Source: an optimization exercise on an open RTL-to-GDS flow (aim: small area, a short achievable clock period and few clock cycles). Production flows keep margins and buffers that such runs may drop. At most, simulation tests tie the RTL to the original design; equivalence was not proved. For run 1, only the layout was checked, not whether the RTL still works.

==> flow/design.v, too long to show whole: its modules and the start of the top module <==
// module fp9_mul: 435 lines
// module fp9_add: 777 lines
// module fp9_add_ns: 785 lines
// module mv_mul: 91 lines
module mv_mul #(
    parameter SHAPE_M       = 2,
    parameter SHAPE_N       = 8,
    parameter ELEMENT_WIDTH = 9,
    parameter CTRL_C_WIDTH  = 16,
    parameter DEPTH_WARP    = 4
) (
    input  wire                              clk,
    input  wire                              rst_n,
    input  wire [SHAPE_M*SHAPE_N*ELEMENT_WIDTH-1:0]  a_i,
    input  wire [SHAPE_N*ELEMENT_WIDTH-1:0]  b_i,
    input  wire [2:0]                        rm_i,
    input  wire [7:0]                        ctrl_reg_idxw_i,
    input  wire [DEPTH_WARP-1:0]             ctrl_warpid_i,
    input  wire                              in_valid_i,
    output reg                               in_ready_o,
    output reg                               out_valid_o,
    input  wire                              out_ready_i,
    output reg  [SHAPE_M*ELEMENT_WIDTH-1:0]  result_o,
    output reg  [4:0]                        fflags_o
);
  // ...
==> flow/flow/run.sh <==
#!/bin/bash
# The standard layout (the standard.sh: floorplan, power grid, placement,
# CTS, routing) with two changes:
# - synthesis is the standard one (synth_recipe.tcl, same registers and names)
#   except for the combinational mapping: no full-adder extraction, no
#   Kogge-Stone adder map, and ABC script flow/map.abc (logic rewriting, then area-oriented mapping with upsizing)
#   (flow/my_synth.tcl);
# - the buffers that placement puts on every input and output port are the
#   plain sky130 buf_1 instead of the default clkdlybuf4s50 delay cell.
set -euo pipefail
W=$PWD
FLOW_SYNTH_TCL=$W/synth_recipe.tcl bash standard.sh \
  SYNTH_SCRIPT=$W/flow/my_synth.tcl ADDER_MAP_FILE= SYNTH_OPERATIONS_ARGS=-nofsm \
  'BUFFER_PORTS_ARGS=-buffer_cell sky130_fd_sc_hd__buf_1' finish > standard_flow.log 2>&1
==> flow/flow/map.abc <==
strash
dc2
balance
rewrite
refactor
balance
rewrite
rewrite -z
balance
refactor -z
rewrite -z
balance
dc2
balance
rewrite
refactor
balance
rewrite
rewrite -z
balance
refactor -z
rewrite -z
balance
dch -f
map -a {D}
topo
buffer
upsize {D}
dnsize {D}
==> flow/flow/my_synth.tcl <==
# Synthesis script for flow/run.sh: synth_recipe.tcl (the standard synthesis,
# named by FLOW_SYNTH_TCL) with the technology mapping done by flow/map.abc
# instead of ORFS's abc_area/abc_speed script. Registers are untouched: ABC
# only maps the combinational logic.
set map_script [file join [file dirname [file normalize [info script]]] map.abc]
proc abc {args} {
  set i [lsearch -exact $args -script]
  if {$i >= 0} { set args [lreplace $args $i [expr {$i + 1}]] }
  yosys abc -script $::map_script {*}$args
}
source $::env(FLOW_SYNTH_TCL)
==> flow/standard.sh <==
#!/bin/bash
# synth_recipe.tcl (not shown) runs the flow's synth.tcl, then flattens the netlist and writes it again
# the make line also repeats each setting of config.mk as NAME=value (left out here)
make -C /OpenROAD-flow-scripts/flow DESIGN_CONFIG=/design/flow/config.mk WORK_HOME=/design/flow/orfs CLKGATE_MAP_FILE= SYNTH_SCRIPT=/design/flow/synth_recipe.tcl "${@:-finish}"
==> flow/config.mk <==
export PLATFORM = sky130hd
export DESIGN_NAME = mv_mul
export DESIGN_NICKNAME = mv_mul
export VERILOG_FILES = /design/flow/design.v
export SDC_FILE = /design/flow/constraint.sdc
export NUM_CORES = 4
export LEC_CHECK = 0
export ABC_AREA = 1
export CAP_MARGIN = 20
export CORE_MARGIN = 2
export CORE_UTILIZATION = 40
export SETUP_SLACK_MARGIN = 3
export SLEW_MARGIN = 20
==> flow/constraint.sdc <==
create_clock -name core_clock -period 10.0 [get_ports {clk}]
set_input_delay 2.0000 -clock core_clock [delete_from_list [all_inputs] [get_ports {clk}]]
set_output_delay 2.0000 -clock core_clock [all_outputs]
set_load 0.01 [all_outputs]
==> impl_metrics.ini, run 1 <==
[status]
status = complete, no violations

[die]
dieArea_sq_um = 21900

[worst_setup_path]
r2r_cells = 39
critPathKind = register to register
cpMostUsedCell = inv_2
crit_path_end_kind = register
cpMaxStageDelayCell = dfrtp_4

[synthesis]
synth_edf_count = 36
syn-cell-area_sq_um = 8280
synth_xor_area_share_pct = 4.94
synth_top_family_by_area = simple AND/OR/NAND/NOR gates
synthFlopType = edfxtp_1

[finish]
layout_commonest_cell = nand2_1
nonClkBufAreaFrac_pct = 9.74
design.seq.count = 85
regArea_sq_um = 2130
sh_seq_area_pct = 21.9
clk_share_pct = 3.07

[clock_tree]
clock_path_buffers = 2
ctsHtreeMaxLevel = 3

[global_route]
antenna_found_initial = 2
met3_usage_pct = 3.06

[route]
met3_length_um = 1410
drtIter0Drc = 744

[sta]
tightest_slew_ns = 1.00

[worst_hold_path]
hold_start = s0[7]
==> module mv_mul, before the edit <==
module mv_mul #(
    parameter SHAPE_M       = 2,
    parameter SHAPE_N       = 8,
    parameter ELEMENT_WIDTH = 9,
    parameter CTRL_C_WIDTH  = 16,
    parameter DEPTH_WARP    = 4
) (
    input  wire                              clk,
    input  wire                              rst_n,
    input  wire [SHAPE_M*SHAPE_N*ELEMENT_WIDTH-1:0]  a_i,
    input  wire [SHAPE_N*ELEMENT_WIDTH-1:0]  b_i,
    input  wire [2:0]                        rm_i,
    input  wire [7:0]                        ctrl_reg_idxw_i,
    input  wire [DEPTH_WARP-1:0]             ctrl_warpid_i,
    input  wire                              in_valid_i,
    output reg                               in_ready_o,
    output reg                               out_valid_o,
    input  wire                              out_ready_i,
    output reg  [SHAPE_M*ELEMENT_WIDTH-1:0]  result_o,
    output reg  [4:0]                        fflags_o
);
    reg [9:0]  ph;           
    reg        ph0;
    reg        top;          
    wire       acc = in_valid_i & in_ready_o;
    always @(posedge clk or negedge rst_n) begin
        if (!rst_n) begin
            ph0        <= 1'b1;
            ph         <= 10'd0;
            in_ready_o <= 1'b0;
            top        <= 1'b0;
        end else begin
            ph0        <= !in_valid_i | ph[9];
            ph         <= in_valid_i ? {ph[8:0], ph0} : 10'd0;
            in_ready_o <= in_valid_i & ph[8];
            top        <= in_valid_i & (ph[4] | ph[8]);
        end
    end
    always @(posedge clk or negedge rst_n) begin
        if (!rst_n)
            out_valid_o <= 1'b0;
        else if (acc)
            out_valid_o <= 1'b1;
        else if (out_ready_i)
            out_valid_o <= 1'b0;
    end
    wire [7:0] slot = {ph[6:0], ph0};
    wire [3:0] csel = slot[3:0] | slot[7:4];
    reg  [8:0] ma0, ma1, mb0, mb1;
    integer t;
    always @(*) begin
        ma0 = 9'd0; ma1 = 9'd0; mb0 = 9'd0; mb1 = 9'd0;
        for (t = 0; t < 8; t = t + 1) begin
            ma0 = ma0 | ({9{slot[t]}} & a_i[(t[2]*8 + {t[0], t[1]})*9 +: 9]);
            ma1 = ma1 | ({9{slot[t]}} & a_i[(t[2]*8 + {t[0], t[1]} + 4)*9 +: 9]);
        end
        for (t = 0; t < 4; t = t + 1) begin
            mb0 = mb0 | ({9{csel[t]}} & b_i[{t[0], t[1]}*9 +: 9]);
            mb1 = mb1 | ({9{csel[t]}} & b_i[({t[0], t[1]} + 4)*9 +: 9]);
        end
    end
    wire [8:0] p0, p1;
    fp9_mul u_mul0 (.a(ma0), .b(mb0), .y(p0));
    fp9_mul u_mul1 (.a(ma1), .b(mb1), .y(p1));
    reg [8:0] pa, pb;        
    reg [8:0] s0, s1;        
    reg [8:0] t0, t1;        
    always @(posedge clk) begin
        pa <= p0;
        pb <= p1;
    end
    wire [8:0] l1;
    fp9_add_ns u_add1 (.a(pa), .b(pb), .y(l1));
    always @(posedge clk) begin
        s0 <= l1;
        s1 <= s0;
    end
    wire [8:0] l2;
    fp9_add u_add2 (.a(top ? t0 : s1), .b(top ? t1 : s0), .y(l2));
    always @(posedge clk) begin
        if (ph[2] | ph[6]) t0 <= l2;
        if (ph[4] | ph[8]) t1 <= l2;
        if (ph[5])         result_o[8:0]  <= l2;
        if (ph[9])         result_o[17:9] <= l2;
    end
    wire ov0 = &result_o[7:3];
    wire ov1 = &result_o[16:12];
    always @(*) begin
        fflags_o = {2'b00, (ov0 & |result_o[2:0]) | (ov1 & |result_o[11:9]), 1'b0, ov0 | ov1};
    end
endmodule
==> run 2, diff against run 1 <==
--- a/flow/design.v
+++ b/flow/design.v
@@ -2063,3 +2063,3 @@
     reg [8:0] s0, s1;        
-    reg [8:0] t0, t1;        
+    reg [8:0] t0;            
     always @(posedge clk) begin
@@ -2070,11 +2070,10 @@
     fp9_add_ns u_add1 (.a(pa), .b(pb), .y(l1));
+    wire [8:0] l2;
     always @(posedge clk) begin
         s0 <= l1;
-        s1 <= s0;
+        s1 <= (ph[4] | ph[8]) ? l2 : s0;
     end
-    wire [8:0] l2;
-    fp9_add u_add2 (.a(top ? t0 : s1), .b(top ? t1 : s0), .y(l2));
+    fp9_add u_add2 (.a(top ? t0 : s1), .b(top ? s1 : s0), .y(l2));
     always @(posedge clk) begin
         if (ph[2] | ph[6]) t0 <= l2;
-        if (ph[4] | ph[8]) t1 <= l2;
         if (ph[5])         result_o[8:0]  <= l2;
==> run 2 against run 1 <==
Against the previous run: register-to-register slack improved by 0.04 ns; non-clock buffer count decreased by 1; worst hold slack improved by 0.10 ns; maximum frequency increased by 0.63%; utilization decreased by 0.081 points; via count increased by 1.4%; largest cell class unchanged; critical path depth increased by 4; area after synthesis decreased by 1.4%.
==> impl_metrics.ini, run 2 <==
[worst_setup_path]
critPathKind = register to register
r2r_slack_ns = 3.70
crit_arrival_ns = 6.36
r2r_cells = 43
cpMaxStageDelayCell = dfrtp_2
required_ns = 10.06
r2r-start = top
slowest_delay_ns = 0.72
cpMostUsedCell = nand2_1
crit_path_end_kind = register
timing.rr.end = t0[2]
startpoint_type = register
crit_fanout = 34

[finish]
mostFrequentLayoutCells = nand2_1 (261), buf_1 (241), nor2_1 (203), inv_1 (197), a22oi_1 (107)
regMostFlops = result_o
layout_commonest_cell = nand2_1
nets = 1801
drive_gt1_share_pct = 5.47
nFillCells = 2220
largest_register_ffs = 18
syn_to_final_growth_pct = 18.4

[synthesis]
synthDistinctLibCells = 62
synth_edf_count = 27
synthTopCellsByArea = nand2_1 (12%), edfxtp_1 (9.9%), a22oi_1 (9.8%), nor2_1 (9.3%), inv_1 (9.1%)
synth_top_cell_area_share_pct = 12.0
yosysMostFrequentCell = nand2_1
syn_avg_cell_area_sq_um = 6.11
ys_ff_latch = 76
yosysWarnings = 1
syn-cell-area_sq_um = 8170
synthFlopType = dfxtp_1
synth_top_area_cell = nand2_1
ys_seq_area_share_pct = 22.7
ys_top_cells_by_count = nand2_1 (262), nor2_1 (203), inv_1 (197)
async_flop_share_pct = 17.1
synthCells = 1337

[placement]
gp_congestion = 0.957
hpwl_um = 24300
io_buffer_count = 241
pre_cts_slack_ns = 3.37

[die]
ios = 260
die_x_um = 147
chipHeight_um = 147
core_sq_um = 20200
start_util_pct = 40.5
rows = 52
dieArea_sq_um = 21600

[global_route]
grt_use_total_pct = 26.7
overflow = 0
grt_pass1_vias = 9467
grt_pass1_wl_um = 46700
grt_max_degree = 35
antenna_found_initial = 1

[job]
drv_cap = 0

[sta]
tns_ns = 0
period_needed_ns = 6.30
final.setup.worst_slack_ns = 3.70
rsz0062_at_grt = no
fmax_mhz = 159
tightest_slew_ns = 0.912
setup_viol = 0
slew_viol_final = 0
hold_viol_final = 0
timing.final.crit_share_pct = 63.0
maxSlewHeadroom_pct = 39.2
clock_skew_ns = 0.00444

[route]
wirelength_um = 29700
wire_per_inst_um = 16.1
via_per_inst = 5.39
route.detailed.drc = 0
drt_pre_antenna_iters = 6
drtIter0Drc = 743
via_count = 9924
final_antenna_net_count = 0

[clock_tree]
cts_tree = done
clkSinkCount = 76
cts_setup_buffers = 0
clk_latency_ns = 0.34
clk_pin_slew_ns = 0.06
ctsHtreeMaxLevel = 3
clock_path_buffers = 2
numCtsBuffers = 9
root_buffer = clkbuf_16

[status]
status = complete, no violations

[worst_hold_path]
min_path_cells = 2
hold_start = s0[0]
hold_path_class = register to register
holdPathEnd = s1[0]
-- run 2: per-layer routing --
layer / up-vias / GRT usage [%] / share of wire, %
li1: 4991 / - / -
met1: 4434 / 29.7 / 39
met2: 416 / 49.6 / 50
met3: 83 / 3.98 / 6.0
met4: 0 / 13.1 / 4.9
met5: - / 0 / 0
-- run 2: how the worst max path moves through the flow --
stage / slack (ns) / cells after the start / startpoint / to
finish: 3.70 / 43 / top / t0[2]
detailed placement: 3.37 / 38 / top / t0[2]
CTS: 3.34 / 38 / top / result_o[11]
global placement: 3.35 / 43 / top / t0[2]
global route: 3.00 / 45 / top / s1[2]
floorplan: 4.61 / 18 / a_i[97] / pa[0]
-- run 2: worst max-delay path: cells and delay by family (launching register included) --
| family | cells | cell delay, ns |
|---|---|---|
| AOI/OAI and AO/OA | 10 | 1.49 |
| and+or+nand+nor | 23 | 2.58 |
| buffers and inverters | 9 | 0.75 |
| muxes | 1 | 0.48 |
| DFF | 1 | 0.72 |
-- run 2: final cells by class --
class | instances | area (sq um) | share of cell area [%]
Inverter | 222 | 836 | 8.64
Timing Repair Buffer | 246 | 942 | 9.74
Tap cell | 270 | 338 | 3.49
Clock inverter | 5 | 98.8 | 1.02
Sequential cell | 76 | 1860 | 19.2
Multi-Input combinational cell | 1011 | 5360 | 55.4
Clock buffer | 11 | 243 | 2.51
Antenna cell | 1 | 2.50 | 0.0259
-- run 2: repair_timing --
action                                  in CTS  in global routing
hold endpoints to repair                     0                  0
endpoints found under the setup margin       0                 36
resized for setup                            0                  2
hold buffers                                 0                  0
-- run 2: cells by family (layout without fill, tap and decap cells) --
logic type | after synthesis | after routing | synth area share, %
AOI/OAI and AO/OA | 358 | 358 | 28.5
xor gates and xnor gates | 44 | 44 | 5.04
adders and majority gates | 4 | 4 | 0.490
buffers and inverters | 252 | 484 | 11.8
DFF | 76 | 76 | 22.7
muxes | 2 | 2 | 0.276
other | 1 | 4 | 0.0459
and+or+nand+nor | 600 | 600 | 31.1
-- run 2: per-stage QoR --
step                      util (%)  hold WS [ns]  std cells  cell area, sq um
after floorplan                  -         0.428       1339              8180
after global placement        46.2         0.437       1825              9330
after detailed placement      46.2         0.450       1825              9330
after CTS                     47.9         0.462       1841              9670
after global routing          48.0         0.481       1842              9670
final                         48.0         0.457       1842              9670
Testbench counts of run 2, summed over its fixed seeds: cycles 22,536.
==> run 3, diff against run 2 <==
--- a/flow/config.mk
+++ b/flow/config.mk
@@ -11,2 +11,4 @@
 export CORE_UTILIZATION = 40
+export CTS_BUF_LIST = sky130_fd_sc_hd__clkbuf_4 sky130_fd_sc_hd__clkbuf_8
+export GPL_ROUTABILITY_DRIVEN = 0
 export SETUP_SLACK_MARGIN = 3
==> run 3 against run 2 <==
Against the previous run: still clean on timing, DRC and antenna; non-clock buffer count unchanged; flip-flop and latch count unchanged; critical endpoint unchanged.
==> impl_metrics.ini, run 3 <==
[clock_tree]
cts_tree = done
ctsHtreeMaxLevel = 3
numCtsBuffers = 9
cts_resized = 0
root_buffer = clkbuf_8
cts_hold_buffers = 0
clk_pin_slew_ns = 0.07
clock_path_buffers = 2
cts_setup_buffers = 0
clkSinkCount = 76
clk_latency_ns = 0.34

[die]
chipHeight_um = 147
core_sq_um = 20200
ios = 260
start_util_pct = 40.5
rows = 52
dieArea_sq_um = 21600
die_x_um = 147

[finish]
syn_to_final_growth_pct = 17.5
nFillCells = 2221
finalNonFillerCells = 1842
drive_gt1_share_pct = 5.54
mostFrequentLayoutCells = nand2_1 (262), buf_1 (241), nor2_1 (203), inv_1 (197), a22oi_1 (107)
regMostFlops = result_o
layout_commonest_cell = nand2_1
nets = 1801
fin_util_pct = 47.6
fin_area_sq_um = 9600
largest_register_ffs = 18

[sta]
rsz0062_at_grt = no
maxSlewHeadroom_pct = 35.5
period_needed_ns = 6.38
timing.final.crit_share_pct = 63.8
tightest_slew_ns = 0.968
hold_viol_final = 0
clock_skew_ns = 0.00862
fmax_mhz = 157
tns_ns = 0
hold_slack_ns = 0.466
slew_viol_final = 0
setup_viol = 0

[synthesis]
syn-cell-area_sq_um = 8170
yosysMostFrequentCell = nand2_1
synthDistinctLibCells = 62
yosysWarnings = 1
synthCells = 1337
ys_seq_area_share_pct = 22.7
ys_ff_latch = 76
synthFlopType = dfxtp_1
synth_top_cell_area_share_pct = 12.0
synth_edf_count = 27
synth_top_area_cell = nand2_1
async_flop_share_pct = 17.1
ys_top_cells_by_count = nand2_1 (262), nor2_1 (203), inv_1 (197)
syn_avg_cell_area_sq_um = 6.11
synthTopCellsByArea = nand2_1 (12%), edfxtp_1 (9.9%), a22oi_1 (9.8%), nor2_1 (9.3%), inv_1 (9.1%)

[worst_setup_path]
r2r_cells = 43
crit_fanout = 34
r2r_slack_ns = 3.62
slowest_delay_ns = 0.73
critPathKind = register to register
timing.rr.end = t0[2]
cp-endpoint = t0[2]
required_ns = 10.06
r2r-start = top
cpMaxStageDelayCell = dfrtp_2
startpoint_type = register
crit_arrival_ns = 6.44
startpoint = top
crit_path_end_kind = register
cpMostUsedCell = nand2_1

[route]
final_antenna_net_count = 0
wirelength_um = 29000
wire_per_inst_um = 15.8
route.detailed.drc = 0
drtIter0Drc = 571
via_per_inst = 5.43
via_count = 10006
drt_pre_antenna_iters = 7

[global_route]
grt_max_degree = 35
grt_pass1_vias = 9441
grt_use_total_pct = 26.2
overflow = 0
grt_pass1_wl_um = 46100
antenna_found_initial = 1

[placement]
dpl_cell_area_sq_um = 9330
dpl.cell_count = 1825
io_buffer_count = 241
hpwl_um = 23800

[status]
status = complete, no violations

[worst_hold_path]
hold_path_class = register to register

[job]
drv_cap = 0
## run 3: cell counts after synthesis
Identical to the previous run, type by type.
## run 3: per-layer routing
metal,track usage (%),part of all wire (%),vias up
met3,3.60,6.1,72
met4,13.8,5.0,0
li1,-,-,4980
met1,30.1,39,4503
met2,47.4,50,451
met5,0,0,-
## run 3: per-stage QoR
| stage | setup WS (ns) |
|---|---|
| 3_5_place_dp | 3.34 |
| 5_1_grt | 3.02 |
| 2_1_floorplan | 4.61 |
| 6_report | 3.62 |
| 4_1_cts | 3.30 |
| 3_3_place_gp | 3.42 |
## run 3: worst max-delay path, delay by kind of cell, from the launching register on
kind            cells  cell delay (ns)
compound gates     10             1.57
flops               1             0.73
mux                 1             0.47
simple gates       23             2.53
buf+inv             9             0.79
## run 3: logic make-up after synthesis
family | Yosys count | synth area share, %
AND/OR/NAND/NOR | 600 | 31.1
other | 1 | 0.0459
multiplexers | 2 | 0.276
XOR/XNOR | 44 | 5.04
adder cells (fa/ha/maj) | 4 | 0.490
buffers and inverters | 252 | 11.8
flip-flops | 76 | 22.7
AO/OA/AOI/OAI | 358 | 28.5
## run 3: cell type report
class                      instances  area (sq um)  share of cell area, %
tap                              270           338                   3.52
timing repair buffer             246           942                   9.81
multi-input combinational       1011          5350                   55.7
inverter                         222           836                   8.70
clock buffer                      12           153                   1.59
clock inverter                     4           120                   1.25
antenna                            1          2.50                 0.0261
sequential                        76          1860                   19.4
## run 3: how the worst min path moves through the flow
| stage | start | cells after the start | slack (ns) | to |
|---|---|---|---|---|
| 2_1_floorplan | s0[4] | 2 | 0.43 | s1[4] |
| 3_3_place_gp | ph[7] | 2 | 0.44 | ph[8] |
| 3_5_place_dp | ph[7] | 2 | 0.46 | ph[8] |
| 4_1_cts | s0[1] | 2 | 0.47 | s1[1] |
| 5_1_grt | s0[5] | 2 | 0.49 | s1[5] |
| 6_report | s0[1] | 2 | 0.47 | s1[1] |
==> run 4, diff against run 3 <==
--- a/flow/config.mk
+++ b/flow/config.mk
@@ -12,3 +12,2 @@
 export CTS_BUF_LIST = sky130_fd_sc_hd__clkbuf_4 sky130_fd_sc_hd__clkbuf_8
-export GPL_ROUTABILITY_DRIVEN = 0
 export SETUP_SLACK_MARGIN = 3
==> run 4 against run 3 <==
Against the previous run: still clean on timing, DRC and antenna; flip-flop and latch count did not move; first-iteration DRC count grew 15%; worst hold slack got worse by 0.0066 ns; sequential share of layout area up 0.053 points; global-route usage grew 0.49 points; clock-buffer cell count decreased by 1; worst setup slack better by 0.057 ns; clock skew is 0.0017 ns lower; critical endpoint unchanged.
==> impl_metrics.ini, run 4 <==
[status]
status = complete, no violations

[placement]
hpwl_um = 24300
dpl.cell_count = 1825
pre_cts_slack_ns = 3.37
dpl_cell_area_sq_um = 9330
io_buffer_count = 241
gp_congestion = 0.957

[die]
start_util_pct = 40.5
dieArea_sq_um = 21600
ios = 260
core_sq_um = 20200
die_x_um = 147
rows = 52
chipHeight_um = 147

[global_route]
antenna_found_initial = 1
grt_pass1_vias = 9445
use_met1_pct = 29.8
met2_usage_pct = 49.8
met3_usage_pct = 3.91
grt_max_degree = 35
busiest_layer = met2
grt_pass1_wl_um = 46700
grt_use_total_pct = 26.7
overflow = 0

[clock_tree]
cts_tree = done
ctsHtreeMaxLevel = 3
clock_path_buffers = 2
root_buffer = clkbuf_8
clkSinkCount = 76
clk_pin_slew_ns = 0.07
clk_latency_ns = 0.35
numCtsBuffers = 9
cts_setup_buffers = 0

[synthesis]
synth_edf_count = 27
synthDistinctLibCells = 62
synthFlopType = dfxtp_1
synth_top_cell_area_share_pct = 12.0
synth_top_area_cell = nand2_1
ys_ff_latch = 76
yosysMostFrequentCell = nand2_1
ys_seq_area_share_pct = 22.7
ys_top_cells_by_count = nand2_1 (262), nor2_1 (203), inv_1 (197)
syn-cell-area_sq_um = 8170
yosysWarnings = 1
synthTopCellsByArea = nand2_1 (12%), edfxtp_1 (9.9%), a22oi_1 (9.8%), nor2_1 (9.3%), inv_1 (9.1%)
synthCells = 1337
syn_avg_cell_area_sq_um = 6.11
async_flop_share_pct = 17.1

[finish]
finalNonFillerCells = 1842
fin_area_sq_um = 9580
nets = 1801
largest_register_ffs = 18
regMostFlops = result_o
drive_gt1_share_pct = 5.54
mostFrequentLayoutCells = nand2_1 (261), buf_1 (241), nor2_1 (203), inv_1 (197), a22oi_1 (107)
syn_to_final_growth_pct = 17.2
layout_commonest_cell = nand2_1

[route]
wirelength_um = 29600
wire_per_inst_um = 16.1
via_per_inst = 5.37
drtIter0Drc = 655
drt_pre_antenna_iters = 6
route.detailed.drc = 0
via_count = 9893
final_antenna_net_count = 0

[worst_setup_path]
r2r_slack_ns = 3.67
timing.rr.end = t0[2]
cpMaxStageDelayCell = dfrtp_2
required_ns = 10.07
crit_path_end_kind = register
r2r_cells = 43
crit_arrival_ns = 6.40
cpMostUsedCell = nand2_1
r2r-start = top
startpoint_type = register
critPathKind = register to register
crit_fanout = 34
slowest_delay_ns = 0.72

[sta]
tns_ns = 0
slew_viol_final = 0
clock_skew_ns = 0.00695
hold_viol_final = 0
period_needed_ns = 6.33
setup_viol = 0
maxSlewHeadroom_pct = 38.5
final.setup.worst_slack_ns = 3.67
rsz0062_at_grt = yes
tightest_slew_ns = 0.923
timing.final.crit_share_pct = 63.3
fmax_mhz = 158

[worst_hold_path]
min_path_cells = 2
hold_start = s0[0]
hold_path_class = register to register
holdPathEnd = s1[0]

[job]
drv_cap = 0
==> run 4: routing by layer <==
metal / vias to the layer above / part of all wire [%]
met4: 0 / 4.5
met3: 69 / 5.8
li1: 4987 / -
met1: 4455 / 39
met5: - / 0
met2: 382 / 51
==> run 4: worst max-delay path: cells and delay by family, from the launching register on <==
kind            cells  cell delay (ns)
buf+inv             9             0.75
compound gates     10             1.50
flops               1             0.72
simple gates       23             2.58
mux                 1             0.48
==> run 4: worst max-delay path by stage <==
stage,from,to,slack (ns),depth (start not counted)
floorplan,a_i[97],pa[0],4.61,18
global placement,top,t0[2],3.35,43
detailed placement,top,t0[2],3.37,38
CTS,top,result_o[11],3.34,38
global route,top,s1[2],3.00,45
finish,top,t0[2],3.67,43
==> run 4: cell type report <==
class | count | area, sq um
Fill cell | 2230 | 10600
Multi-Input combinational cell | 1011 | 5360
Sequential cell | 76 | 1860
Timing Repair Buffer | 246 | 942
Inverter | 222 | 836
Tap cell | 270 | 338
Clock buffer | 11 | 145
Clock inverter | 5 | 98.8
Antenna cell | 1 | 2.50
==> run 4: logic make-up (layout without fill, tap and decap cells) <==
family,count (synthesis),in the layout,share of synthesized area [%]
adder cells (fa/ha/maj),4,4,0.490
multiplexers,2,2,0.276
AND/OR/NAND/NOR,600,600,31.1
buffers and inverters,252,484,11.8
AO/OA/AOI/OAI,358,358,28.5
other,1,4,0.0459
XOR/XNOR,44,44,5.04
flip-flops,76,76,22.7
==> run 4: stage by stage <==
stage / hold WS, ns / utilization, %
global route: 0.486 / 47.5
detailed placement: 0.450 / 46.2
finish: 0.460 / 47.5
floorplan: 0.428 / -
global placement: 0.437 / 46.2
CTS: 0.465 / 47.5
==> run 4: timing repair <==
| action | CTS | global route |
|---|---|---|
| hold buffers | 0 | 0 |
| gates resized for setup | 0 | 2 |
| endpoints found under the setup margin | 0 | 36 |
==> run 5, diff against run 4 <==
--- a/flow/config.mk
+++ b/flow/config.mk
@@ -10,3 +10,3 @@
 export CORE_MARGIN = 2
-export CORE_UTILIZATION = 40
+export CORE_UTILIZATION = 45
 export CTS_BUF_LIST = sky130_fd_sc_hd__clkbuf_4 sky130_fd_sc_hd__clkbuf_8
==> run 5 against run 4 <==
Against the previous run: still clean on timing, DRC and antenna; register-to-register slack better by 0.03 ns; largest cell class unchanged; sequential share of layout area is 0.19 points higher; die area is 11% lower.
==> impl_metrics.ini, run 5 <==
[finish]
nets = 1798
fin_util_pct = 53.0
syn_to_final_growth_pct = 16.0
layout_commonest_cell = nand2_1
regMostFlops = result_o
largest_register_ffs = 18
drive_gt1_share_pct = 5.36
mostFrequentLayoutCells = nand2_1 (262), buf_1 (241), nor2_1 (203), inv_1 (197), a22oi_1 (107)

[die]
chipHeight_um = 139
core_sq_um = 17900
dieArea_sq_um = 19300
die_x_um = 139
ios = 260
rows = 49
start_util_pct = 45.6

[synthesis]
synthTopCellsByArea = nand2_1 (12%), edfxtp_1 (9.9%), a22oi_1 (9.8%), nor2_1 (9.3%), inv_1 (9.1%)
yosysWarnings = 1
synth_top_area_cell = nand2_1
syn-cell-area_sq_um = 8170
ys_ff_latch = 76
synth_edf_count = 27
async_flop_share_pct = 17.1
synthFlopType = dfxtp_1
synthCells = 1337
ys_top_cells_by_count = nand2_1 (262), nor2_1 (203), inv_1 (197)
synth_top_cell_area_share_pct = 12.0
synthDistinctLibCells = 62
yosysMostFrequentCell = nand2_1
syn_avg_cell_area_sq_um = 6.11
ys_seq_area_share_pct = 22.7

[route]
final_antenna_net_count = 0
route.detailed.drc = 0
via_per_inst = 5.43
dr_wl_met2_um = 13700
via_count = 9769
wire_per_inst_um = 15.3
top_layer = met4
drt_pre_antenna_iters = 7
wirelength_um = 27600
drtIter0Drc = 737
met3_length_um = 1210
wl_met1_um = 11900

[clock_tree]
clk_latency_ns = 0.34
clock_path_buffers = 2
root_buffer = clkbuf_8
clkSinkCount = 76
numCtsBuffers = 9
clk_pin_slew_ns = 0.08
ctsHtreeMaxLevel = 3
cts_tree = done

[job]
drv_cap = 0

[sta]
hold_slack_ns = 0.464
slew_viol_final = 0
clock_skew_ns = 0.0116
period_needed_ns = 6.30
timing.final.crit_share_pct = 63.0
fmax_mhz = 159
tightest_slew_ns = 0.984
tns_ns = 0
setup_viol = 0
rsz0062_at_grt = no
hold_viol_final = 0
maxSlewHeadroom_pct = 34.0

[worst_setup_path]
r2r-start = top
cpMaxStageDelayCell = dfrtp_2
crit_arrival_ns = 6.57
startpoint_type = register
startpoint = top
cpMostUsedCell = nand2_1
critPathKind = register to register
crit_path_end_kind = register
slowest_delay_ns = 0.71
required_ns = 10.27
crit_fanout = 34

[status]
status = complete, no violations

[global_route]
grt_pass1_vias = 9114
grt_max_degree = 35
antenna_found_initial = 3
grt_pass1_wl_um = 44500
overflow = 0
grt_use_total_pct = 27.8

[worst_hold_path]
hold_start = ph[7]
hold_path_class = register to register

[placement]
gp_congestion = 0.913
hpwl_um = 23000
io_buffer_count = 241
## run 5: layout make-up
cell class	count	area, sq um
fillers	1938	8420
multi-input cells	1011	5350
flip-flops and latches	76	1860
repair buffers	243	920
inverters	222	836
well taps	229	287
clock buffers	10	131
clock inverters	6	88.8
diodes	3	7.51
## run 5: through the flow
step | area (sq um) | setup WS (ns) | instances
2_1_floorplan | 8180 | 4.61 | 1339
3_3_place_gp | 9250 | 3.44 | 1781
3_5_place_dp | 9250 | 3.41 | 1781
4_1_cts | 9470 | 3.38 | 1797
5_1_grt | 9480 | 3.02 | 1800
6_report | 9480 | 3.70 | 1800
## run 5: worst max-delay path: cells and delay by family, from the launching register on
family | cells | cell delay, ns
simple gates | 24 | 2.67
compound gates | 11 | 1.60
flops | 1 | 0.71
mux | 1 | 0.47
buf+inv | 9 | 0.78
## run 5: cells by family after synthesis
| kind of cell | Yosys count | share of synthesized area [%] |
|---|---|---|
| AND/OR/NAND/NOR | 600 | 31.1 |
| AO/OA/AOI/OAI | 358 | 28.5 |
| buffers and inverters | 252 | 11.8 |
| flip-flops | 76 | 22.7 |
| XOR/XNOR | 44 | 5.04 |
| adder cells (fa/ha/maj) | 4 | 0.490 |
| multiplexers | 2 | 0.276 |
| other | 1 | 0.0459 |
## run 5: repair_timing
| item | 4_1_cts | 5_1_grt |
|---|---|---|
| setup buffers | 0 | 0 |
| hold buffers | 0 | 0 |
| resized for setup | 0 | 1 |
| setup endpoints to repair | 0 | 32 |
## run 5: path summary, 6_finish.rpt
check | to | slack, ns | cells after the start
max in group asynchronous | top | 7.84 | 1
worst min-delay path | ph[8] | 0.46 | 2
min in group asynchronous | out_valid_o | 1.67 | 1
worst max-delay path | s1[2] | 3.70 | 45
worst min register to register | ph[8] | 0.46 | 2
worst max register to register | s1[2] | 3.70 | 45
## run 5: routing by layer
metal | track usage, % | up-vias
li1 | - | 4982
met1 | 35.3 | 4406
met2 | 50.0 | 337
met3 | 1.90 | 44
met4 | 9.73 | 0
met5 | 0 | -
==> run 6, diff against run 5 <==
--- a/flow/config.mk
+++ b/flow/config.mk
@@ -12,3 +12,3 @@
 export CTS_BUF_LIST = sky130_fd_sc_hd__clkbuf_4 sky130_fd_sc_hd__clkbuf_8
-export SETUP_SLACK_MARGIN = 3
+export SETUP_SLACK_MARGIN = 3.5
 export SLEW_MARGIN = 20
==> run 6 against run 5 <==
Against the previous run: critical path depth shrank 6; clock skew is essentially flat; area after synthesis is the same; routed wire length grew 1.4%; die area is the same; global-route usage is the same; critical path type unchanged; via count grew 1.0%; highest routed layer unchanged.
==> impl_metrics.ini, run 6 <==
[worst_setup_path]
crit_family = simple AND/OR/NAND/NOR gates
startpoint = top
path_buf_inv = 11
r2r_cells = 39
slowest_delay_ns = 0.52
crit_arrival_ns = 6.13
cp_num_cells = 39
timing.rr.end = t0[0]
r2r-start = top
startpoint_type = register
r2r_slack_ns = 3.93
crit_fanout = 17
crit_path_end_kind = register
critPathKind = register to register
required_ns = 10.06
cpMaxStageDelayCell = dfrtp_4
cp-endpoint = t0[0]

[route]
final_antenna_net_count = 0
via_per_inst = 5.46
route.detailed.drc = 0
via_count = 9868
wire_per_inst_um = 15.5
drt_pre_antenna_iters = 5
wirelength_um = 28000
drtIter0Drc = 749

[clock_tree]
clk_latency_ns = 0.34
clock_path_buffers = 2
root_buffer = clkbuf_8
clk_pin_slew_ns = 0.08
cts_tree = done
clkSinkCount = 76
numCtsBuffers = 9
ctsHtreeMaxLevel = 3

[placement]
gp_congestion = 0.913
dpl.cell_count = 1781
hpwl_um = 23000
io_buffer_count = 241

[finish]
mostFrequentLayoutCells = nand2_1 (261), buf_1 (241), inv_1 (197), nor2_1 (197), a22oi_1 (107)
layout_commonest_cell = nand2_1
syn_to_final_growth_pct = 17.9
finalNonFillerCells = 1806
largest_register_ffs = 18
regMostFlops = result_o
fin_util_pct = 53.8
drive_gt1_share_pct = 6.93
nets = 1804

[synthesis]
synth_top_cell_area_share_pct = 12.0
ys_ff_latch = 76
syn-cell-area_sq_um = 8170
ys_seq_area_share_pct = 22.7
synthFlopType = dfxtp_1
yosysMostFrequentCell = nand2_1
synthDistinctLibCells = 62
synth_top_area_cell = nand2_1
syn_avg_cell_area_sq_um = 6.11
ys_top_cells_by_count = nand2_1 (262), nor2_1 (203), inv_1 (197)
yosysWarnings = 1
synthCells = 1337
synth_edf_count = 27
async_flop_share_pct = 17.1
synthTopCellsByArea = nand2_1 (12%), edfxtp_1 (9.9%), a22oi_1 (9.8%), nor2_1 (9.3%), inv_1 (9.1%)

[sta]
fmax_mhz = 165
timing.final.crit_share_pct = 60.7
period_needed_ns = 6.07
maxSlewHeadroom_pct = 34.1
slew_viol_final = 0
hold_viol_final = 0
tns_ns = 0
tightest_slew_ns = 0.983
clock_skew_ns = 0.0116
rsz0062_at_grt = yes
setup_viol = 0

[status]
status = complete, no violations

[die]
rows = 49
chipHeight_um = 139
die_x_um = 139
core_sq_um = 17900
ios = 260
dieArea_sq_um = 19300
start_util_pct = 45.6

[global_route]
use_met1_pct = 35.3
grt_max_degree = 35
grt_use_total_pct = 27.8
met3_usage_pct = 1.90
grt_pass1_vias = 9114
grt_pass1_wl_um = 44500
met2_usage_pct = 50.0
overflow = 0
antenna_found_initial = 3
busiest_layer = met2

[job]
drv_cap = 0

[worst_hold_path]
hold_path_class = register to register
-- run 6: cell type report --
class | instances | area (sq um)
Fill cell | 1918 | 8270
Timing Repair Buffer | 249 | 968
Inverter | 222 | 838
Antenna cell | 3 | 7.51
Sequential cell | 76 | 1860
Clock inverter | 6 | 88.8
Clock buffer | 10 | 131
Tap cell | 229 | 287
Multi-Input combinational cell | 1011 | 5450
-- run 6: kinds of logic after synthesis --
kind of cell | Yosys count | synth area share (%)
AOI/OAI and AO/OA | 358 | 28.5
muxes | 2 | 0.276
and+or+nand+nor | 600 | 31.1
xor gates and xnor gates | 44 | 5.04
buffers and inverters | 252 | 11.8
other | 1 | 0.0459
DFF | 76 | 22.7
adders and majority gates | 4 | 0.490
-- run 6: stage by stage --
step | area [sq um] | hold slack, ns | setup slack (ns)
finish | 9630 | 0.464 | 3.93
global route | 9630 | 0.491 | 3.47
CTS | 9470 | 0.467 | 3.67
detailed placement | 9250 | 0.449 | 3.41
global placement | 9250 | 0.441 | 3.44
floorplan | 8180 | 0.428 | 4.61
-- run 6: per-layer routing --
| layer | vias to the layer above | wire (um) |
|---|---|---|
| met4 | 0 | 754 |
| met5 | - | 0 |
| met3 | 40 | 1160 |
| met2 | 327 | 14000 |
| met1 | 4498 | 12100 |
| li1 | 5003 | - |
-- run 6: repair_timing --
item,CTS,global route
pin swaps,0,2
setup buffers,0,6
endpoints found under the setup margin,12,40
hold buffers,0,0
resized for setup,1,27
-- run 6: worst min-delay path by stage --
stage / start / end / cells past startpoint
after global placement: ph[7] / ph[8] / 2
after CTS: ph[7] / ph[8] / 2
after detailed placement: ph[7] / ph[8] / 2
final: ph[7] / ph[8] / 2
after global routing: ph[7] / ph[8] / 2
after floorplan: s0[4] / s1[4] / 2
-- run 6: tightest hold or removal path, stage by stage (launching register included) --
cell and delay (ns):
dfrtp_1 0.33, inv_1 0.03, nor2_1 0.07
==> run 7, diff against run 6 <==
--- a/flow/config.mk
+++ b/flow/config.mk
@@ -12,3 +12,3 @@
 export CTS_BUF_LIST = sky130_fd_sc_hd__clkbuf_4 sky130_fd_sc_hd__clkbuf_8
-export SETUP_SLACK_MARGIN = 3.5
+export SETUP_SLACK_MARGIN = 3.25
 export SLEW_MARGIN = 20
==> run 7 against run 6 <==
Against the previous run: via count fell by 0.56%; die area is the same; critical endpoint is now pa[2]; first-iteration DRC count down 11%; clock skew barely moved; worst hold slack barely moved; still clean; utilization down 0.52 points.
==> impl_metrics.ini, run 7 <==
[status]
status = complete, no violations

[worst_setup_path]
crit_path_end_kind = register
crit_fanout = 6
r2r_cells = 42
critPathKind = input port to register
crit_arrival_ns = 6.55
r2r_slack_ns = 3.90
r2r-start = top
startpoint_type = input port
timing.rr.end = t0[7]
required_ns = 10.27

[die]
ios = 260
core_sq_um = 17900
chipHeight_um = 139
start_util_pct = 45.6
die_x_um = 139
dieArea_sq_um = 19300
rows = 49

[finish]
fin_util_pct = 53.3
syn_to_final_growth_pct = 16.8
mostFrequentLayoutCells = nand2_1 (261), buf_1 (241), nor2_1 (201), inv_1 (197), a22oi_1 (107)
nets = 1799
fin_area_sq_um = 9540
regMostFlops = result_o
nFillCells = 1933
largest_register_ffs = 18
drive_gt1_share_pct = 5.93
layout_commonest_cell = nand2_1

[sta]
period_needed_ns = 6.28
tightest_slew_ns = 0.989
timing.final.crit_share_pct = 62.8
maxSlewHeadroom_pct = 33.6
rsz0062_at_grt = no
clock_skew_ns = 0.0115
hold_viol_final = 0
slew_viol_final = 0
tns_ns = 0
setup_viol = 0
hold_slack_ns = 0.464
fmax_mhz = 159

[placement]
hpwl_um = 23000
io_buffer_count = 241
dpl_cell_area_sq_um = 9250
gp_congestion = 0.913

[clock_tree]
cts_tree = done
numCtsBuffers = 9
root_buffer = clkbuf_8
clk_pin_slew_ns = 0.08
ctsHtreeMaxLevel = 3
clock_path_buffers = 2
clkSinkCount = 76
clk_latency_ns = 0.34

[synthesis]
syn_avg_cell_area_sq_um = 6.11
synth_top_cell_area_share_pct = 12.0
synth_top_area_cell = nand2_1
yosysWarnings = 1
ys_ff_latch = 76
syn-cell-area_sq_um = 8170
async_flop_share_pct = 17.1
synthDistinctLibCells = 62
synthFlopType = dfxtp_1
ys_seq_area_share_pct = 22.7
ys_top_cells_by_count = nand2_1 (262), nor2_1 (203), inv_1 (197)
yosysMostFrequentCell = nand2_1
synth_edf_count = 27
synthTopCellsByArea = nand2_1 (12%), edfxtp_1 (9.9%), a22oi_1 (9.8%), nor2_1 (9.3%), inv_1 (9.1%)
synthCells = 1337

[worst_hold_path]
hold_path_class = register to register
min_path_cells = 2
holdPathEnd = ph[8]
hold_start = ph[7]

[route]
via_count = 9813
route.detailed.drc = 0
wire_per_inst_um = 15.4
drt_pre_antenna_iters = 7
wirelength_um = 27800
final_antenna_net_count = 0
via_per_inst = 5.45
drtIter0Drc = 666

[global_route]
antenna_found_initial = 3
grt_use_total_pct = 27.8
overflow = 0
grt_max_degree = 35
grt_pass1_vias = 9114
grt_pass1_wl_um = 44500

[job]
drv_cap = 0
-- run 7: timing repair --
item | CTS | global route
hold buffers | 0 | 0
setup endpoints to repair | 0 | 38
resized for setup | 0 | 13
endpoints found under the hold margin | 0 | 0
setup buffers | 0 | 1
-- run 7: kinds of logic after synthesis --
group,after synthesis,share of synthesized area (%)
other,1,0.0459
adder cells (fa/ha/maj),4,0.490
AO/OA/AOI/OAI,358,28.5
XOR/XNOR,44,5.04
multiplexers,2,0.276
flip-flops,76,22.7
buffers and inverters,252,11.8
AND/OR/NAND/NOR,600,31.1
-- run 7: worst max path at each step --
stage               endpoint  slack [ns]  cells past startpoint     from
global placement       t0[2]        3.44                     38      top
detailed placement     s1[2]        3.41                     40      top
floorplan              pa[0]        4.61                     18  a_i[97]
global route           s0[2]        3.24                     46    pb[4]
finish                 pa[2]        3.72                     19  a_i[97]
CTS                    s1[2]        3.38                     45      top
-- run 7: stage by stage --
stage	setup slack [ns]	std cells
6_report	3.72	1801
5_1_grt	3.24	1801
3_3_place_gp	3.44	1781
3_5_place_dp	3.41	1781
4_1_cts	3.38	1797
2_1_floorplan	4.61	1339
-- run 7: cell type report --
| class | count | area, sq um | area share [%] |
|---|---|---|---|
| Inverter | 222 | 836 | 8.76 |
| Multi-Input combinational cell | 1011 | 5400 | 56.6 |
| Antenna cell | 3 | 7.51 | 0.0787 |
| Clock buffer | 10 | 131 | 1.38 |
| Sequential cell | 76 | 1860 | 19.5 |
| Timing Repair Buffer | 244 | 931 | 9.76 |
| Tap cell | 229 | 287 | 3.00 |
| Clock inverter | 6 | 88.8 | 0.931 |
-- run 7: critical path: stages --
cell and delay, ns:
buf_1 0.08, a22o_1 0.22, nor4_1 0.63, inv_1 0.19, nor2_1 0.14, nand3_1 0.12
nor2_1 0.33, inv_1 0.15, o21ai_0 0.35, a31oi_1 0.18, maj3_1 0.39, maj3_1 0.37
xor2_1 0.16, nand2_1 0.11, nand2_1 0.11, nor2_1 0.05, a211oi_1 0.57, nand2_1 0.21
o21bai_1 0.18
-- run 7: per-layer routing --
| metal | global-route usage [%] | up-vias | routed length [um] |
|---|---|---|---|
| met4 | 9.73 | 0 | 792 |
| li1 | - | 4989 | - |
| met2 | 50.0 | 329 | 13800 |
| met3 | 1.90 | 44 | 1160 |
| met1 | 35.3 | 4451 | 12100 |
| met5 | 0 | - | 0 |
==> run 8, diff against run 7 <==
--- a/flow/config.mk
+++ b/flow/config.mk
@@ -10,3 +10,3 @@
 export CORE_MARGIN = 2
-export CORE_UTILIZATION = 45
+export CORE_UTILIZATION = 40
 export CTS_BUF_LIST = sky130_fd_sc_hd__clkbuf_4 sky130_fd_sc_hd__clkbuf_8
==> run 8 against run 7 <==
Against the previous run: utilization shrank 5.5 points; critical path depth grew 1; worst hold slack lost 0.0043 ns; critical endpoint is now pa[0]; maximum frequency grew 2.1%; still clean on timing, DRC and antenna; non-clock buffer count grew 3; cell count grew 2.3%; sequential share of layout area shrank 0.21 points; die area grew 12%; flip-flop and latch count is the same; via count grew 1.3%; highest routed layer unchanged; largest cell class unchanged.
==> impl_metrics.ini, run 8 <==
[clock_tree]
numCtsBuffers = 9
cts_tree = done
clock_path_buffers = 2
ctsHtreeMaxLevel = 3
clk_latency_ns = 0.35
clk_pin_slew_ns = 0.08
root_buffer = clkbuf_8
clkSinkCount = 76

[global_route]
grt_pass1_vias = 9445
overflow = 0
grt_use_total_pct = 26.7
grt_pass1_wl_um = 46700
antenna_found_initial = 1
grt_max_degree = 35

[die]
chipHeight_um = 147
die_x_um = 147
ios = 260
dieArea_sq_um = 21600
rows = 52
start_util_pct = 40.5
core_sq_um = 20200

[worst_setup_path]
cpMaxStageDelayCell = a211oi_1
crit_path_end_kind = register
startpoint_type = input port
crit_fanout = 6
crit_family = simple AND/OR/NAND/NOR gates
slowest_delay_ns = 0.57
path_buf_inv = 3
crit_chain = buf_1 -> a22oi_1 -> nand2_1 -> nor4_1 -> inv_1 -> nor2_1 -> nand3_1 -> nor2_1 -> inv_1 -> o21ai_0 -> a31oi_1 -> maj3_1 -> maj3_1 -> xor2_1 -> nand2_1 -> nand2_1 -> nor2_1 -> a211oi_1 -> nand2_1 -> nor3_1
cpMostUsedCell = nand2_1
crit_arrival_ns = 6.41
critPathKind = input port to register
required_ns = 10.26

[finish]
fin_area_sq_um = 9640
drive_gt1_share_pct = 6.04
layout_commonest_cell = nand2_1
largest_register_ffs = 18
mostFrequentLayoutCells = nand2_1 (261), buf_1 (241), nor2_1 (201), inv_1 (197), a22oi_1 (107)
syn_to_final_growth_pct = 18.0
nets = 1802
nFillCells = 2220
regMostFlops = result_o

[sta]
final.setup.worst_slack_ns = 3.85
rsz0062_at_grt = no
fmax_mhz = 163
slew_viol_final = 0
clock_skew_ns = 0.00801
tns_ns = 0
timing.final.crit_share_pct = 61.5
hold_viol_final = 0
period_needed_ns = 6.15
tightest_slew_ns = 0.915
maxSlewHeadroom_pct = 39.0
hold_slack_ns = 0.460
setup_viol = 0

[synthesis]
synthFlopType = dfxtp_1
synth_top_area_cell = nand2_1
synth_edf_count = 27
ys_ff_latch = 76
ys_top_cells_by_count = nand2_1 (262), nor2_1 (203), inv_1 (197)
yosysWarnings = 1
yosysMostFrequentCell = nand2_1
synth_top_cell_area_share_pct = 12.0
async_flop_share_pct = 17.1
syn-cell-area_sq_um = 8170
synthDistinctLibCells = 62
ys_seq_area_share_pct = 22.7
synthTopCellsByArea = nand2_1 (12%), edfxtp_1 (9.9%), a22oi_1 (9.8%), nor2_1 (9.3%), inv_1 (9.1%)
syn_avg_cell_area_sq_um = 6.11
synthCells = 1337

[status]
status = complete, no violations

[route]
via_count = 9939
via_per_inst = 5.39
wirelength_um = 29800
drtIter0Drc = 705
route.detailed.drc = 0
drt_pre_antenna_iters = 5
wire_per_inst_um = 16.2
final_antenna_net_count = 0

[placement]
dpl_cell_area_sq_um = 9330
io_buffer_count = 241
hpwl_um = 24300
pre_cts_slack_ns = 3.37
gp_congestion = 0.957

[worst_hold_path]
hold_path_class = register to register

[job]
drv_cap = 0
==> run 8: cell counts after synthesis <==
No cell type changed its count.
==> run 8: repair_timing <==
action / 4_1_cts / 5_1_grt
setup endpoints to repair: 0 / 38
setup buffers: 0 / 1
gates resized for setup: 0 / 12
hold buffers: 0 / 0
==> run 8: path summary, 6_finish.rpt <==
kind | startpoint | endpoint | slack, ns | depth (start not counted)
worst max-delay path | a_i[7] | pa[0] | 3.85 | 20
min in group asynchronous | rst_n | out_valid_o | 1.68 | 1
worst min register to register | s0[0] | s1[0] | 0.46 | 2
worst min-delay path | s0[0] | s1[0] | 0.46 | 2
max in group asynchronous | rst_n | top | 7.79 | 1
worst max register to register | top | t0[7] | 3.89 | 46
==> run 8: final cells by class <==
class                           instances  area (sq um)  area share, %
Clock buffer                           11           145           1.51
Inverter                              222           836           8.67
Sequential cell                        76          1860           19.3
Timing Repair Buffer                  247           953           9.89
Antenna cell                            1          2.50         0.0260
Tap cell                              270           338           3.51
Multi-Input combinational cell       1011          5400           56.1
Clock inverter                          5          98.8           1.03
==> run 8: worst register-to-register path, delay by kind of cell, from the launching register on <==
| kind | cells | cell delay, ns |
|---|---|---|
| and+or+nand+nor | 24 | 2.66 |
| AOI/OAI and AO/OA | 10 | 1.50 |
| buffers and inverters | 12 | 1.11 |
| DFF | 1 | 0.58 |
==> run 8: cells by family (layout without fill, tap and decap cells) <==
family	count (synthesis)	after routing	synth area share [%]
adders and majority gates	4	4	0.490
buffers and inverters	252	485	11.8
muxes	2	2	0.276
other	1	4	0.0459
AOI/OAI and AO/OA	358	358	28.5
DFF	76	76	22.7
xor gates and xnor gates	44	44	5.04
and+or+nand+nor	600	600	31.1
==> run 8: metal layers <==
layer  track usage [%]  wire length [um]
met5                 0                 0
met4              12.5              1300
met3              3.91              1670
met2              49.8             15200
met1              29.8             11700
==> run 8: per-stage QoR <==
step	instances	util [%]
6_report	1843	47.8
5_1_grt	1843	47.8
4_1_cts	1841	47.5
3_5_place_dp	1825	46.2
3_3_place_gp	1825	46.2
2_1_floorplan	1339	-

==> re-timing with driven ports <==
In the flow no input, the clock included, has a driving cell. The finished layouts below were timed again as built, in two steps.
Step 1 assumes that a clkbuf_16 drives the clock port and a buf_2 every other input.
Step 2 adds t to the input delays and takes it off the output delays; t is the mean of the earliest and latest rising clock arrival at the registers after step 1. Input paths then give back, and output paths get back, about the clock's delay inside the block.
Three values: ideal ports, drivers, drivers and shift; two values: the first two.
run | t, ns | slack for setup (ns) | worst register clock-pin slew, ns | worst data-port slew with drivers (ns) | pins driven straight from the clock port
run 1 | 0.367 | 3.659 / 3.659 / 3.392 | 0.06 / 0.06 | 0.10 | 1
run 2 | 0.367 | 3.699 / 3.699 / 3.535 | 0.06 / 0.06 | 0.09 | 1
run 3 | 0.370 | 3.615 / 3.615 / 3.584 | 0.08 / 0.08 | 0.08 | 1
run 4 | 0.378 | 3.672 / 3.672 / 3.513 | 0.08 / 0.08 | 0.09 | 1
run 5 | 0.366 | 3.699 / 3.699 / 3.402 | 0.08 / 0.08 | 0.10 | 1
run 6 | 0.366 | 3.930 / 3.930 / 3.580 | 0.08 / 0.08 | 0.10 | 1
run 7 | 0.367 | 3.724 / 3.734 / 3.367 | 0.08 / 0.08 | 0.10 | 1
run 8 | 0.379 | 3.851 / 3.863 / 3.484 | 0.08 / 0.08 | 0.10 | 1
After both steps every run listed still meets setup and hold. The setup slack of run 8, which loses most, moves by +0.012 ns with the drivers and by -0.367 ns with both steps.
